This is an optimization exercise on Yosys and OpenROAD, whose aim is small area, a short achievable clock period and few clock cycles, not a production implementation.
No functional check of the RTL was part of any run shown here.
Power figures rest on the tool's default switching activity, not on a simulated workload.

==> design/flow/design.v <==
module sdram_controller (
        input   clk,
        input   rst,
        output  sdram_cle,
        output  sdram_cs,
        output  sdram_cas,
        output  sdram_ras,
        output  sdram_we,
        output  sdram_dqm,
        output  [1:0]  sdram_ba,
        output  [12:0] sdram_a,
        input   [31:0] sdram_dqi,
        output  [31:0] sdram_dqo,
        input   [22:0] user_addr,
        input   rw,                  
        input   [31:0] data_in,
        output  [31:0] data_out,
        output  busy,
        input   in_valid,
        output  out_valid
    );
    localparam [9:0] REF_ST = 10'd380;
    localparam [2:0] C_NOP = 3'b111,
                     C_RD  = 3'b101;
    reg  [2:0]  cmd_q;
    reg  [12:0] a_q;
    reg  [1:0]  ba_q;
    reg         req_valid;
    reg         req_rw;
    reg  [1:0]  req_b;
    reg  [5:0]  req_col;
    reg  [31:0] req_data;
    reg         req_hit;         
    reg  [12:0] row0, row1, row2, row3;
    reg  [3:0]  open;
    reg  [2:0]  v0, v1, v2, v3;
    reg         act_last;        
    reg  [1:0]  rd_v;            
    reg  [9:0]  rcnt;            
    reg         rp;              
    reg  [1:0]  rdp;             
    assign sdram_cle = 1'b1;
    assign sdram_cs  = 1'b0;
    assign sdram_ras = cmd_q[2];
    assign sdram_cas = cmd_q[1];
    assign sdram_we  = cmd_q[0];
    assign sdram_dqm = 1'b0;
    assign sdram_ba  = ba_q;
    assign sdram_a   = a_q;
    assign sdram_dqo = req_data;
    assign out_valid = rdp[1];
    assign data_out  = sdram_dqi;
    wire col_q  = cmd_q[2] & ~cmd_q[1];
    wire busy_w = req_valid & ~col_q;
    assign busy = busy_w;
    wire acc = in_valid & ~busy_w;
    wire [1:0]  in_b   = user_addr[9:8];
    wire [12:0] in_row = user_addr[22:10];
    wire [5:0]  in_col = user_addr[7:2];
    wire [3:0] zero  = {v3 == 3'd0, v2 == 3'd0, v1 == 3'd0, v0 == 3'd0};
    wire [3:0] colok = {v3 <= 3'd2, v2 <= 3'd2, v1 <= 3'd2, v0 <= 3'd2};
    wire [3:0] rmatch = {row3 == in_row, row2 == in_row, row1 == in_row, row0 == in_row};
    wire [3:0] in_sel = 4'b0001 << in_b;
    wire in_open  = open[in_b];
    wire in_zero  = zero[in_b];
    wire in_colok = colok[in_b];
    wire in_hit   = |(in_sel & open & rmatch);
    wire rdv0 = (rd_v == 2'd0);
    wire rq_open  = open[req_b];
    wire rq_zero  = zero[req_b];
    wire rq_colok = colok[req_b];
    wire b_col = busy_w & req_hit & rq_colok & (~req_rw | rdv0);
    wire b_pre = busy_w & ~req_hit & rq_open & rq_zero;
    wire b_act = busy_w & ~rq_open & rq_zero & ~act_last;
    wire b_any = b_col | b_pre | b_act;
    wire pe    = busy_w & ~b_any & in_valid & (in_b != req_b);
    wire y_act = pe & ~in_open & in_zero & ~act_last;
    wire a_act = ~in_open & in_zero & ~act_last;
    wire do_act_x = ~rp & (acc ? a_act : b_act);
    wire do_act   = ~rp & (acc ? a_act : (b_act | y_act));
    wire any_open   = |open;
    wire all_zero   = &zero;
    wire pre_ok_all = &(zero | ~open);
    wire do_preall  = rp & any_open & pre_ok_all;
    wire do_ref     = rp & ~any_open & all_zero;
    wire        sel_in = acc | ~b_any;
    wire [1:0]  t_b   = sel_in ? in_b   : req_b;
    wire [12:0] rq_row = (req_b == 2'd0) ? row0 : (req_b == 2'd1) ? row1 :
                         (req_b == 2'd2) ? row2 : row3;
    wire [12:0] t_row = sel_in ? in_row : rq_row;
    wire [5:0]  x_col = acc ? in_col : req_col;
    wire        x_rw  = acc ? rw : req_rw;
    wire        xv    = acc | busy_w;
    wire [3:0] tsel  = 4'b0001 << t_b;
    wire [3:0] act_k = {4{do_act}} & tsel;
    wire [12:0] a_d = do_act ? t_row : {2'b00, do_preall, 4'b0000, x_col};
    function [2:0] vnext;
        input [2:0] v;
        input act, pre, wr, rf;
        reg [2:0] dec;
        begin
            dec = (v == 3'd0) ? 3'd0 : v - 3'd1;
            if (act)
                vnext = 3'd4;
            else if (pre)
                vnext = 3'd2;
            else if (rf)
                vnext = 3'd6;
            else if (wr && dec == 3'd0)
                vnext = 3'd1;
            else
                vnext = dec;
        end
    endfunction
    wire [2:0]  n_cmd   [0:1];
    wire [3:0]  n_open  [0:1];
    wire [11:0] n_v     [0:1];
    wire [1:0]  n_rdv   [0:1];
    wire        n_rqhit [0:1];
    genvar h;
    generate
        for (h = 0; h < 2; h = h + 1) begin : hx
            wire hit = (h == 1);
            wire y_pre = pe & in_open & in_zero & ~hit;
            wire a_col = hit & in_colok & (~rw | rdv0);
            wire a_pre = ~hit & in_open & in_zero;
            wire do_col = ~rp & (acc ? a_col : b_col);
            wire do_pre = ~rp & (acc ? a_pre : (b_pre | y_pre));
            wire [3:0] pre_k = ({4{do_pre}} & tsel) | {4{do_preall}};
            wire [3:0] wr_k  = {4{do_col & x_rw}} & tsel;
            assign n_cmd[h] = {~(do_act | do_pre | do_preall | do_ref),
                               ~(do_col | do_ref),
                               ~((do_col & x_rw) | do_pre | do_preall)};
            assign n_open[h] = (open | act_k) & ~pre_k;
            assign n_v[h] = {vnext(v3, act_k[3], pre_k[3], wr_k[3], do_ref),
                             vnext(v2, act_k[2], pre_k[2], wr_k[2], do_ref),
                             vnext(v1, act_k[1], pre_k[1], wr_k[1], do_ref),
                             vnext(v0, act_k[0], pre_k[0], wr_k[0], do_ref)};
            assign n_rdv[h] = (do_col & ~x_rw) ? 2'd2 : rdv0 ? 2'd0 : rd_v - 2'd1;
            assign n_rqhit[h] = ((acc ? hit : req_hit) & ~do_preall) | do_act_x;
        end
    endgenerate
    wire hs = in_hit;
    wire [3:0] rq_sel = 4'b0001 << req_b;
    wire [3:0] row_en = in_sel & ({4{acc}} | (~open & ~({4{busy_w}} & rq_sel)));
    always @(posedge clk) begin
        if (rst) begin
            cmd_q <= C_NOP;
            req_valid <= 1'b0;
            open <= 4'd0;
            v0 <= 3'd0; v1 <= 3'd0; v2 <= 3'd0; v3 <= 3'd0;
            act_last <= 1'b0;
            rd_v <= 2'd0;
            rcnt <= 10'd1;
            rp <= 1'b0;
            rdp <= 2'd0;
        end else begin
            cmd_q <= n_cmd[hs];
            req_valid <= xv;
            open <= n_open[hs];
            {v3, v2, v1, v0} <= n_v[hs];
            act_last <= do_act;
            rd_v <= n_rdv[hs];
            rcnt <= do_ref ? 10'd1 : {rcnt[8:0], rcnt[9] ^ rcnt[6]};
            rp <= (rp & ~do_ref) | (rcnt == REF_ST);
            rdp <= {rdp[0], cmd_q == C_RD};
        end
        a_q <= a_d;
        ba_q <= t_b;
        req_hit <= n_rqhit[hs];
        if (acc) begin
            req_rw <= rw;
            req_b <= in_b;
            req_col <= in_col;
            req_data <= data_in;
        end
        if (row_en[0]) row0 <= in_row;
        if (row_en[1]) row1 <= in_row;
        if (row_en[2]) row2 <= in_row;
        if (row_en[3]) row3 <= in_row;
    end
endmodule
==> design/flow/flow/run.sh <==
#!/bin/bash
# The standard layout (the standard.sh, all ORFS steps unchanged), except that the
# buffers ORFS puts on every input and output port are sky130_fd_sc_hd__buf_2 cells.
set -euo pipefail
export BUFFER_PORTS_ARGS="-buffer_cell sky130_fd_sc_hd__buf_2"
bash standard.sh > standard.log 2>&1
==> design/flow/standard.sh <==
#!/bin/bash
# synth_recipe.tcl (not shown) runs the flow's synth.tcl, then flattens the netlist and writes it again
# the make line also repeats each setting of config.mk as NAME=value (left out here)
make -C /OpenROAD-flow-scripts/flow DESIGN_CONFIG=/design/flow/config.mk WORK_HOME=/design/flow/orfs CLKGATE_MAP_FILE= SYNTH_SCRIPT=/design/flow/synth_recipe.tcl "${@:-finish}"
==> design/flow/config.mk <==
export PLATFORM = sky130hd
export DESIGN_NAME = sdram_controller
export DESIGN_NICKNAME = sdram_controller
export VERILOG_FILES = /design/flow/design.v
export SDC_FILE = /design/flow/constraint.sdc
export NUM_CORES = 4
export LEC_CHECK = 0
export CAP_MARGIN = 20
export CORE_MARGIN = 2
export CORE_UTILIZATION = 60
export CTS_BUF_LIST = sky130_fd_sc_hd__clkbuf_4 sky130_fd_sc_hd__clkbuf_8
export CTS_CLUSTER_SIZE = 40
export SETUP_SLACK_MARGIN = 2.5
export SLEW_MARGIN = 20
==> design/flow/constraint.sdc <==
create_clock -name core_clock -period 5.0 [get_ports {clk}]
set_input_delay 1.0000 -clock core_clock [delete_from_list [all_inputs] [get_ports {clk}]]
set_output_delay 1.0000 -clock core_clock [all_outputs]
set_load 0.01 [all_outputs]
==> results of run 1 <==
==> kinds of logic (layout without fill, tap and decap cells) <==
| logic type | after synthesis | after routing | share of synthesized area |
|---|---|---|---|
| mux | 40 | 40 | 0.0934 |
| xor+xnor | 55 | 55 | 0.0721 |
| buf+inv | 80 | 183 | 0.0651 |
| other cells | 2 | 4 | 0.00112 |
| fa+ha+maj | 8 | 8 | 0.0150 |
| simple gates | 151 | 151 | 0.118 |
| compound gates | 72 | 72 | 0.0724 |
| flops | 145 | 145 | 0.563 |
==> how the worst max path moves through the flow <==
| stage | cells after the start | startpoint | slack (ns) | end |
|---|---|---|---|---|
| after detailed placement | 8 | req_b[0] | 1.82 | v2[0] |
| after floorplan | 8 | user_addr[10] | 2.23 | v3[0] |
| after global routing | 8 | req_b[0] | 2.10 | v2[0] |
| after CTS | 8 | req_b[0] | 2.10 | v2[0] |
| after global placement | 7 | user_addr[9] | 1.79 | v0[0] |
| final | 8 | req_b[0] | 2.17 | v2[0] |
==> layout by cell type, fill, tap and decap left out, drive strengths merged, types with 3 or more instances in the layout <==
| master | count |
|---|---|
| a211oi | 3 |
| nor2 | 35 |
| clkinv | 8 |
| or4 | 3 |
| o21bai | 3 |
| inv | 16 |
| nand2b | 7 |
| ha | 8 |
| clkbuf | 24 |
| xor2 | 4 |
| o21ai | 24 |
| conb | 3 |
| bufinv | 4 |
| nand2 | 37 |
| mux4 | 17 |
| nand4 | 12 |
| edfxtp | 86 |
| nor4 | 11 |
| o22ai | 5 |
| buf | 130 |
| o21a | 7 |
| nor2b | 5 |
| nand3 | 5 |
| and2 | 15 |
| a21oi | 14 |
| xnor2 | 51 |
| and4 | 3 |
| mux2 | 6 |
| mux2i | 17 |
| or3b | 3 |
| dfxtp | 59 |
==> flip-flops by register name, summed over array words and instances (netlist names), 2 cells and up <==
signal	cells
v2	3
rdp	2
row1	13
rd_v	2
a_q	13
req_data	32
open	4
ba_q	2
rcnt	10
cmd_q	3
row0	13
v3	3
row3	13
v1	3
v0	3
req_b	2
req_col	6
row2	13
==> final cells by class <==
cell class	count	area, sq um
Inverter	17	65.1
Clock inverter	11	163
Clock buffer	21	270
Multi-Input combinational cell	329	2770
Timing Repair Buffer	134	915
Sequential cell	145	3770
Fill cell	720	2710
Tap cell	140	175
Antenna cell	1	2.50
==> per-stage QoR <==
step	cell area (sq um)	util	hold WS [ns]	total power (uW)	instances
floorplan	6870	-	0.414	1980	554
detailed placement	7120	0.657	0.432	2180	744
finish	8130	0.750	0.446	3460	798
CTS	7940	0.733	0.450	3370	792
global placement	7120	0.657	0.416	2160	744
global route	8130	0.750	0.464	3600	798
==> per-layer routing <==
layer / up-vias / share of wire / global-route usage / routed length (um)
met2: 183 / 0.48 / 0.463 / 8250
met4: 0 / 0.049 / 0.171 / 832
met5: - / 0 / 0 / 0
met3: 45 / 0.070 / 0.0854 / 1200
li1: 2128 / - / - / -
met1: 2297 / 0.40 / 0.363 / 6820
==> power by group through the flow <==
stage / Combinational, uW / Sequential [uW] / Clock [uW]
3_5_place_dp: 674 / 1500 / 0
2_1_floorplan: 455 / 1520 / 0
3_3_place_gp: 662 / 1500 / 0
4_1_cts: 871 / 1480 / 1020
6_report: 972 / 1480 / 1000
5_1_grt: 1040 / 1500 / 1060
==> timing repair <==
item                                   4_1_cts  5_1_grt
gates cloned                                 2        2
buffers inserted                            14        3
resized for setup                           57       32
setup endpoints to repair                   32       33
pin swaps                                    9       13
endpoints found under the hold margin        0        0
==> flow_summary.ini, run 1 <==
[floorplan]
io_pins = 178
coreArea_sq_mm = 0.0108
start_util = 0.617
die_y_um = 110
rows = 38
die_area_sq_mm = 0.0120
die-width_um = 110

[critical_path]
r2r-start = req_b[0]
cp_max_fo = 3
critical-path-top-delay-family = multiplexers
critPathMaxStageDelay_ns = 0.54
start_kind = register
rrSetupSlack_ns = 2.17
crit_chain = buf_12 -> mux4_2 -> mux2_4 -> a2bb2oi_4 -> mux2i_4 -> or3b_1 -> or4_4 -> a211oi_2
slowest_stage = mux4_2
r2r_cells = 8
crit_buf_inv = 1
worstPathArrival_ns = 3.21
critPathRequiredTime_ns = 5.38
timing_worst_setup_path_type = register to register
endpoint_kind = register
rr_endpoint = v2[0]

[place]
dp_hpwl_um = 11800
pre_cts_slack_ns = 1.82
gp_congestion = 0.897
place.port_buffers = 108

[power_and_ir_drop]
switchingPower_uw = 994
power_frac_seq = 0.429
cellPowerDensity_mw_per_mm2 = 426
p_comb_frac = 0.281
switching_share = 0.287
power_frac_clock = 0.290
vdd_drop_max_uv = 301
leakage_uw = 0.00319
internal_power_uw = 2460

[global_routing]
grt_first_pass_wirelength_um = 25000
grt.overflow.total = 0
antenna_found_initial = 1
grt_pass1_vias = 4566
grt_max_degree = 41
track_usage = 0.294

[sta]
fin_skew_ns = 0.00980
finalSetupTns_ns = 0
hold_violations = 0
fmax_mhz = 353
finalCriticalPeriod_ns = 2.83
finalSetupViolations = 0
rsz0062_at_grt = yes
tightest_slew_ns = 0.955
finalCritPeriodShare = 0.566
finalMaxSlewViolations = 0
slew_headroom = 0.363
setup_ws_ns = 2.17

[job]
maxCapViolCount = 0

[synthesis]
syn_inst = 553
ys_seq_area_frac = 0.563
ys.flop_type = edfxtp_1
synth_cell_types = 57
synth_area_leaders = edfxtp_1 39%, dfxtp_1 18%, xnor2_1 6.7%
netlist.area_leader.share = 0.386
synth_common_cells = 86 x edfxtp_1, 59 x dfxtp_1, 51 x xnor2_1
synth_warnings = 1
synth_async_sr_flop_share = 0
avgSynthCellArea_sq_um = 12.1
yosysMostFrequentCell = edfxtp_1
synth_edf_count = 86
synth_top_cell_by_area = edfxtp_1
post_synth_instance_area_sq_mm = 0.00669
ys_seq_elements = 145

[finish]
drive_gt1_frac = 0.373
area_growth_pct = 21.6
fin_nets = 743

[hold_path]
hp-class = register to register
worstHoldEndpoint = rdp[1]
min-delay-start = rdp[0]
hold_depth = 1

[route]
vias_per_cell = 5.83
first_pass_iters = 5
drt_wl_total_um = 17100
vias = 4653
dr.first_iter.drc_count = 413
wire_per_inst_um = 21.4
ant_nets = 0
remaining_drc_errors = 0

[clocking]
clock-sinks = 145
htreeDepth = 4
ctsHoldBuffers = 0
clockRootBuffer = clkbuf_8
cts_tree = yes
cts_buffers = 17
clk_latency_ns = 0.46
cts.clk_slew.worst_paths_ns = 0.08
cts_buffer_depth = 2

[run_status]
status = complete, no violations
==> inputs of run 2 (changes only) <==
--- a/design/flow/design.v
+++ b/design/flow/design.v
@@ -29,3 +29,3 @@
     reg         req_rw;
-    reg  [1:0]  req_b;
+    reg  [3:0]  rq_sel;          
     reg  [5:0]  req_col;
@@ -68,5 +68,6 @@
     wire rdv0 = (rd_v == 2'd0);
-    wire rq_open  = open[req_b];
-    wire rq_zero  = zero[req_b];
-    wire rq_colok = colok[req_b];
+    wire [1:0] req_b = {rq_sel[3] | rq_sel[2], rq_sel[3] | rq_sel[1]};
+    wire rq_open  = |(rq_sel & open);
+    wire rq_zero  = |(rq_sel & zero);
+    wire rq_colok = |(rq_sel & colok);
     wire b_col = busy_w & req_hit & rq_colok & (~req_rw | rdv0);
@@ -75,3 +76,3 @@
     wire b_any = b_col | b_pre | b_act;
-    wire pe    = busy_w & ~b_any & in_valid & (in_b != req_b);
+    wire pe    = busy_w & ~b_any & in_valid & ~|(in_sel & rq_sel);
     wire y_act = pe & ~in_open & in_zero & ~act_last;
@@ -87,4 +88,4 @@
     wire [1:0]  t_b   = sel_in ? in_b   : req_b;
-    wire [12:0] rq_row = (req_b == 2'd0) ? row0 : (req_b == 2'd1) ? row1 :
-                         (req_b == 2'd2) ? row2 : row3;
+    wire [12:0] rq_row = ({13{rq_sel[0]}} & row0) | ({13{rq_sel[1]}} & row1) |
+                         ({13{rq_sel[2]}} & row2) | ({13{rq_sel[3]}} & row3);
     wire [12:0] t_row = sel_in ? in_row : rq_row;
@@ -143,3 +144,2 @@
     wire hs = in_hit;
-    wire [3:0] rq_sel = 4'b0001 << req_b;
     wire [3:0] row_en = in_sel & ({4{acc}} | (~open & ~({4{busy_w}} & rq_sel)));
@@ -172,3 +172,3 @@
             req_rw <= rw;
-            req_b <= in_b;
+            rq_sel <= in_sel;
             req_col <= in_col;
--- a/design/flow/config.mk
+++ b/design/flow/config.mk
@@ -12,3 +12,3 @@
 export CTS_CLUSTER_SIZE = 40
-export SETUP_SLACK_MARGIN = 2.5
+export SETUP_SLACK_MARGIN = 2.2
 export SLEW_MARGIN = 20
==> flow_summary.ini, run 2 <==
[critical_path]
worstPathArrival_ns = 3.14
critPathRequiredTime_ns = 5.34
endpoint_kind = register
cp_max_fo = 11
start_kind = input pin
timing_worst_setup_path_type = input pin to register
r2r-start = v2[0]
r2r_cells = 9
rr_endpoint = v0[1]
rrSetupSlack_ns = 2.22

[synthesis]
synth_top_family_by_area = simple AND/OR/NAND/NOR gates
synth_warnings = 1
synth_fa_ha_area_frac = 0.0147
synth_common_cells = 88 x edfxtp_1, 59 x dfxtp_1, 53 x xnor2_1
ys.flop_type = edfxtp_1
synth_edf_count = 88
netlist.area_leader.share = 0.388
synth_top_cell_by_area = edfxtp_1
ys_seq_elements = 147
synth_cell_types = 71
synth_xor_area_frac = 0.0681
synth_async_sr_flop_share = 0
post_synth_instance_area_sq_mm = 0.00681
yosysMostFrequentCell = edfxtp_1
avgSynthCellArea_sq_um = 11.3
syn_inst = 602
synth_area_leaders = edfxtp_1 39%, dfxtp_1 17%, xnor2_1 6.8%
synth_compound_area_frac = 0.125
ys_seq_area_frac = 0.561
synthSimpleGateAreaFrac = 0.127
synth_mux_area_frac = 0.0246

[power_and_ir_drop]
switchingPower_uw = 930
cellPowerDensity_mw_per_mm2 = 393
power_frac_seq = 0.481
internal_power_uw = 2150
power_frac_clock = 0.288
leakage_uw = 0.00303
switching_share = 0.302
p_comb_frac = 0.231
vdd_drop_max_uv = 223

[sta]
fmax_mhz = 356
setup_ws_ns = 2.19
rsz0062_at_grt = yes
tightest_slew_ns = 0.863
hold_violations = 0
finalCriticalPeriod_ns = 2.81
fin_skew_ns = 0.0125
finalMaxSlewViolations = 0
finalSetupViolations = 0
finalCritPeriodShare = 0.562
hold_ws_ns = 0.452
slew_headroom = 0.424
finalSetupTns_ns = 0

[hold_path]
min-delay-start = req_col[5]
hold_depth = 2
worstHoldEndpoint = req_col[5]
hp-class = register to register

[route]
wire_per_inst_um = 20.5
vias_per_cell = 6.04
dr.first_iter.drc_count = 546
ant_nets = 0
remaining_drc_errors = 0
drt_wl_total_um = 17200
vias = 5083
first_pass_iters = 5

[global_routing]
grt_first_pass_wirelength_um = 26700
grt_pass1_vias = 4820
grt_max_degree = 34
antenna_found_initial = 0
track_usage = 0.284
grt.overflow.total = 0

[clocking]
htreeDepth = 4
clk_latency_ns = 0.46
cts_buffer_depth = 2
clockRootBuffer = clkbuf_8
cts_tree = yes
clock-sinks = 147
ctsHoldBuffers = 0
cts_buffers = 17
cts.clk_slew.worst_paths_ns = 0.08

[finish]
largest_reg_flops = 32
final_area_sq_mm = 0.00784
fin_nets = 787
drive_gt1_frac = 0.307
num_antenna_cells = 0
final_common_cell = buf_2
largest-register = req_data
layout_common_cells = 107 x buf_2, 88 x edfxtp_1, 58 x dfxtp_1
area_growth_pct = 15.1

[place]
pre_cts_slack_ns = 1.37
gp_congestion = 0.930
place_area_sq_mm = 0.00713
dp_hpwl_um = 11500
place.port_buffers = 108

[run_status]
status = complete, no violations

[floorplan]
die_y_um = 111
die-width_um = 111
start_util = 0.620
coreArea_sq_mm = 0.0110
io_pins = 178
rows = 38
die_area_sq_mm = 0.0122

[job]
maxCapViolCount = 0
## run 2: logic make-up (layout without fill, tap and decap cells)
kind of cell             after synthesis  count (layout)
XOR/XNOR                              53              53
AO/OA/AOI/OAI                        120             120
other                                  2               3
buffers and inverters                 95             192
adder cells (fa/ha/maj)                8               8
multiplexers                          11              11
flip-flops                           147             147
AND/OR/NAND/NOR                      166             167
## run 2: worst max-delay path by stage
stage                      start    end
finish              user_addr[8]  v1[2]
detailed placement     rq_sel[2]  v0[1]
floorplan           user_addr[8]  v1[2]
global route               v1[0]  v0[1]
global placement       rq_sel[2]  v0[1]
CTS                        v1[0]  v0[1]
## run 2: cell type report
cell class	instances	area (sq um)
clock buffers	21	283
clock inverters	11	103
fillers	827	3140
inverters	22	82.6
multi-input cells	362	2600
flip-flops and latches	147	3820
well taps	140	175
repair buffers	138	772
## run 2: critical path: stages
cell	delay, ns
clkbuf_4	0.19
or2b_2	0.26
inv_2	0.05
nand3_1	0.10
nor4_2	0.06
nor4_1	0.67
o211ai_2	0.36
a21boi_2	0.33
o32ai_1	0.13
## run 2: metrics by stage
step | instances | power [uW] | util
2_1_floorplan | 603 | 1930 | -
3_3_place_gp | 782 | 2080 | 0.649
3_5_place_dp | 782 | 2100 | 0.649
4_1_cts | 824 | 3020 | 0.695
5_1_grt | 841 | 3220 | 0.714
6_report | 841 | 3080 | 0.714
## run 2: what timing repair did
item / 4_1_cts / 5_1_grt
gates cloned: 1 / 0
pin swaps: 2 / 7
endpoints found under the setup margin: 33 / 23
hold endpoints to repair: 0 / 0
setup buffers: 9 / 17
resized for setup: 10 / 18
## run 2: layer usage
| metal | GRT usage | vias to the layer above | share of wire | routed length, um |
|---|---|---|---|---|
| li1 | - | 2307 | - | - |
| met1 | 0.380 | 2474 | 0.41 | 7070 |
| met2 | 0.447 | 261 | 0.49 | 8390 |
| met3 | 0.0768 | 41 | 0.082 | 1420 |
| met4 | 0.104 | 0 | 0.020 | 341 |
| met5 | 0 | - | 0 | 0 |
## run 2: power by group through the flow
stage / Sequential (uW) / Combinational (uW) / Clock (uW)
finish: 1480 / 711 / 889
global route: 1490 / 770 / 958
CTS: 1480 / 643 / 898
detailed placement: 1510 / 587 / 0
global placement: 1510 / 572 / 0
floorplan: 1530 / 406 / 0
==> inputs of run 3 (changes only) <==
--- a/design/flow/design.v
+++ b/design/flow/design.v
@@ -29,3 +29,4 @@
     reg         req_rw;
-    reg  [3:0]  rq_sel;          
+    reg  [1:0]  req_b;
+    reg  [12:0] req_row;
     reg  [5:0]  req_col;
@@ -68,6 +69,5 @@
     wire rdv0 = (rd_v == 2'd0);
-    wire [1:0] req_b = {rq_sel[3] | rq_sel[2], rq_sel[3] | rq_sel[1]};
-    wire rq_open  = |(rq_sel & open);
-    wire rq_zero  = |(rq_sel & zero);
-    wire rq_colok = |(rq_sel & colok);
+    wire rq_open  = open[req_b];
+    wire rq_zero  = zero[req_b];
+    wire rq_colok = colok[req_b];
     wire b_col = busy_w & req_hit & rq_colok & (~req_rw | rdv0);
@@ -76,3 +76,3 @@
     wire b_any = b_col | b_pre | b_act;
-    wire pe    = busy_w & ~b_any & in_valid & ~|(in_sel & rq_sel);
+    wire pe    = busy_w & ~b_any & in_valid & (in_b != req_b);
     wire y_act = pe & ~in_open & in_zero & ~act_last;
@@ -88,5 +88,3 @@
     wire [1:0]  t_b   = sel_in ? in_b   : req_b;
-    wire [12:0] rq_row = ({13{rq_sel[0]}} & row0) | ({13{rq_sel[1]}} & row1) |
-                         ({13{rq_sel[2]}} & row2) | ({13{rq_sel[3]}} & row3);
-    wire [12:0] t_row = sel_in ? in_row : rq_row;
+    wire [12:0] t_row = sel_in ? in_row : req_row;
     wire [5:0]  x_col = acc ? in_col : req_col;
@@ -94,4 +92,5 @@
     wire        xv    = acc | busy_w;
-    wire [3:0] tsel  = 4'b0001 << t_b;
-    wire [3:0] act_k = {4{do_act}} & tsel;
+    wire [3:0] rq_sel = 4'b0001 << req_b;
+    wire [3:0] act_k = {4{~rp}} & (acc ? {4{a_act}} & in_sel
+                                       : ({4{b_act}} & rq_sel) | ({4{y_act}} & in_sel));
     wire [12:0] a_d = do_act ? t_row : {2'b00, do_preall, 4'b0000, x_col};
@@ -129,4 +128,7 @@
             wire do_pre = ~rp & (acc ? a_pre : (b_pre | y_pre));
-            wire [3:0] pre_k = ({4{do_pre}} & tsel) | {4{do_preall}};
-            wire [3:0] wr_k  = {4{do_col & x_rw}} & tsel;
+            wire [3:0] pre_k = ({4{~rp}} & (acc ? {4{a_pre}} & in_sel
+                                                : ({4{b_pre}} & rq_sel) | ({4{y_pre}} & in_sel)))
+                               | {4{do_preall}};
+            wire [3:0] wr_k  = {4{~rp}} & (acc ? {4{a_col & rw}} & in_sel
+                                               : {4{b_col & req_rw}} & rq_sel);
             assign n_cmd[h] = {~(do_act | do_pre | do_preall | do_ref),
@@ -144,3 +146,2 @@
     wire hs = in_hit;
-    wire [3:0] row_en = in_sel & ({4{acc}} | (~open & ~({4{busy_w}} & rq_sel)));
     always @(posedge clk) begin
@@ -172,3 +173,4 @@
             req_rw <= rw;
-            rq_sel <= in_sel;
+            req_b <= in_b;
+            req_row <= in_row;
             req_col <= in_col;
@@ -176,6 +178,6 @@
         end
-        if (row_en[0]) row0 <= in_row;
-        if (row_en[1]) row1 <= in_row;
-        if (row_en[2]) row2 <= in_row;
-        if (row_en[3]) row3 <= in_row;
+        if (act_k[0]) row0 <= t_row;
+        if (act_k[1]) row1 <= t_row;
+        if (act_k[2]) row2 <= t_row;
+        if (act_k[3]) row3 <= t_row;
     end
==> flow_summary.ini, run 3 <==
[synthesis]
post_synth_instance_area_sq_mm = 0.00689
synth_edf_count = 99
synth_area_leaders = edfxtp_1 43%, dfxtp_1 17%, xor2_1 6.9%
synth_async_sr_flop_share = 0
synth_cell_types = 59
netlist.area_leader.share = 0.432
synth_top_cell_by_area = edfxtp_1
synth_warnings = 1
ys_seq_elements = 158
yosysMostFrequentCell = edfxtp_1
syn_inst = 545
avgSynthCellArea_sq_um = 12.6
synth_common_cells = 99 x edfxtp_1, 59 x dfxtp_1, 54 x xor2_1
ys.flop_type = edfxtp_1
ys_seq_area_frac = 0.603

[global_routing]
grt_first_pass_wirelength_um = 24800
antenna_found_initial = 0
grt.overflow.total = 0
grt_max_degree = 41
grt_pass1_vias = 4660
track_usage = 0.265

[hold_path]
hold_depth = 2
hp-class = register to register

[clocking]
clockRootBuffer = clkbuf_8
clk_latency_ns = 0.45
cts.clk_slew.worst_paths_ns = 0.08
ctsHoldBuffers = 0
cts_buffer_depth = 2
htreeDepth = 4
cts_tree = yes
clock-sinks = 158
cts_buffers = 17

[power_and_ir_drop]
vdd_drop_max_uv = 248
power.total_uw = 3190
leakage_uw = 0.00320
cellPowerDensity_mw_per_mm2 = 399

[sta]
finalSetupTns_ns = 0
finalMaxSlewViolations = 0
finalSetupViolations = 0
fmax_mhz = 361
tightest_slew_ns = 0.614
hold_ws_ns = 0.446
finalCritPeriodShare = 0.554
hold_violations = 0
fin_skew_ns = 0.0131
slew_headroom = 0.580
finalCriticalPeriod_ns = 2.77
rsz0062_at_grt = no

[finish]
largest_reg_flops = 32
layout_common_cells = 107 x buf_2, 99 x edfxtp_1, 54 x xor2_1
area_growth_pct = 16.0
drive_gt1_frac = 0.356
fin_cells = 789
final_common_cell = buf_2
final_area_sq_mm = 0.00799
fin_nets = 732
fillCellCount = 825
largest-register = req_data
num_antenna_cells = 0

[critical_path]
critPathRequiredTime_ns = 5.34
start_kind = input pin
timing_worst_setup_path_type = input pin to register
cp_max_fo = 14
r2r_cells = 9
worstPathArrival_ns = 3.12
endpoint_kind = register

[floorplan]
die_y_um = 111
die-width_um = 111
start_util = 0.608
io_pins = 178
rows = 39
die_area_sq_mm = 0.0123
coreArea_sq_mm = 0.0113

[route]
vias_per_cell = 5.82
ant_nets = 0
remaining_drc_errors = 0
wire_per_inst_um = 20.2
vias = 4591
first_pass_iters = 5
drt_wl_total_um = 15900
dr.first_iter.drc_count = 403

[place]
gp_congestion = 0.924
place.port_buffers = 108
dp.cells = 739
dp_hpwl_um = 10800
place_area_sq_mm = 0.00732

[job]
maxCapViolCount = 0

[run_status]
status = complete, no violations
run 3: cell count changes in the layout (fill, tap and decap cells not counted), moves of 13 or more:
cell,previous run,this run
xor2_1,0,54
xnor2_1,53,1
a22oi_1,31,0
nand2_1,49,28
mux2_2,2,20
a21oi_1,22,9
nor4_1,6,19
run 3: layer usage:
layer	up-vias	wire length (um)	global-route usage
li1	2108	-	-
met1	2202	6860	0.369
met2	239	7100	0.382
met3	42	1490	0.0760
met4	0	467	0.131
met5	-	0	0
run 3: path summary, 6_finish.rpt:
| path | start | end | slack, ns |
|---|---|---|---|
| setup / recovery | user_addr[9] | v0[0] | 2.23 |
| setup reg to reg | v1[0] | v2[1] | 2.26 |
| hold reg to reg | req_col[4] | req_col[4] | 0.45 |
| hold / removal | req_col[4] | req_col[4] | 0.45 |
run 3: final cells by class:
type	count	area (sq um)	area share
inverter	23	100	0.0125
clock inverter	9	131	0.0164
clock buffer	23	304	0.0381
timing repair buffer	130	749	0.0938
multi-input combinational	303	2360	0.295
sequential	158	4170	0.522
tap	143	179	0.0224
run 3: worst max-delay path: stages:
cell        delay [ns]
buf_2             0.27
mux4_2            0.64
and3_4            0.24
nand2_4           0.09
a31o_2            0.22
clkinvlp_4        0.37
nor4_1            0.28
run 3: cells by family after synthesis:
kind of cell	count (synthesis)	synth area share
xor gates and xnor gates	55	0.0700
AOI/OAI and AO/OA	70	0.0812
other	2	0.00109
buffers and inverters	85	0.0671
muxes	30	0.0582
adders and majority gates	8	0.0145
DFF	158	0.603
and+or+nand+nor	137	0.105
run 3: report_power, final:
group / switching [uW] / internal (uW) / total [uW] / leakage, uW
clock network: 461 / 560 / 1020 / 0.000228
registers: 50.3 / 1540 / 1590 / 0.00141
logic: 336 / 241 / 577 / 0.00155
total: 847 / 2340 / 3190 / 0.00320
run 3: stage by stage:
step	setup slack, ns	util
after floorplan	2.02	-
final	2.23	0.706
after CTS	2.21	0.698
after detailed placement	1.49	0.646
after global routing	2.19	0.706
after global placement	1.46	0.646
run 3: repair_timing:
| item | in CTS | in global routing |
|---|---|---|
| endpoints found under the setup margin | 136 | 56 |
| buffers inserted | 13 | 5 |
| gates resized for setup | 7 | 17 |
| pin swaps | 2 | 4 |
| hold endpoints to repair | 0 | 0 |

-- port drivers added, routing unchanged --
How much do the figures lean on ideal ports? The routed layouts below were timed once more, with nothing changed but the port constraints. Step 1, drivers: a clkbuf_16 drives clk and a buf_2 each remaining input, both assumed. Step 2, shift: input delay + t, output delay - t, t = (earliest + latest rising clock arrival at the registers) / 2. This alone moves slack from input paths to output paths. a / b / c = no drivers / after step 1 / after step 2; a / b = the first two.
| run | t (ns) | setup WS [ns] | worst setup path at the end |
|---|---|---|---|
| run 1 | 0.489 | 2.171 / 2.171 / 1.796 | input to register |
| run 2 | 0.493 | 2.192 / 2.193 / 1.700 | input to register |
| run 3 | 0.479 | 2.228 / 2.228 / 1.749 | input to register |
After both steps setup and hold are still met in every run listed. For run 2, which loses most, drivers alone change the setup slack by +0.001 ns; drivers and shift together by -0.492 ns.
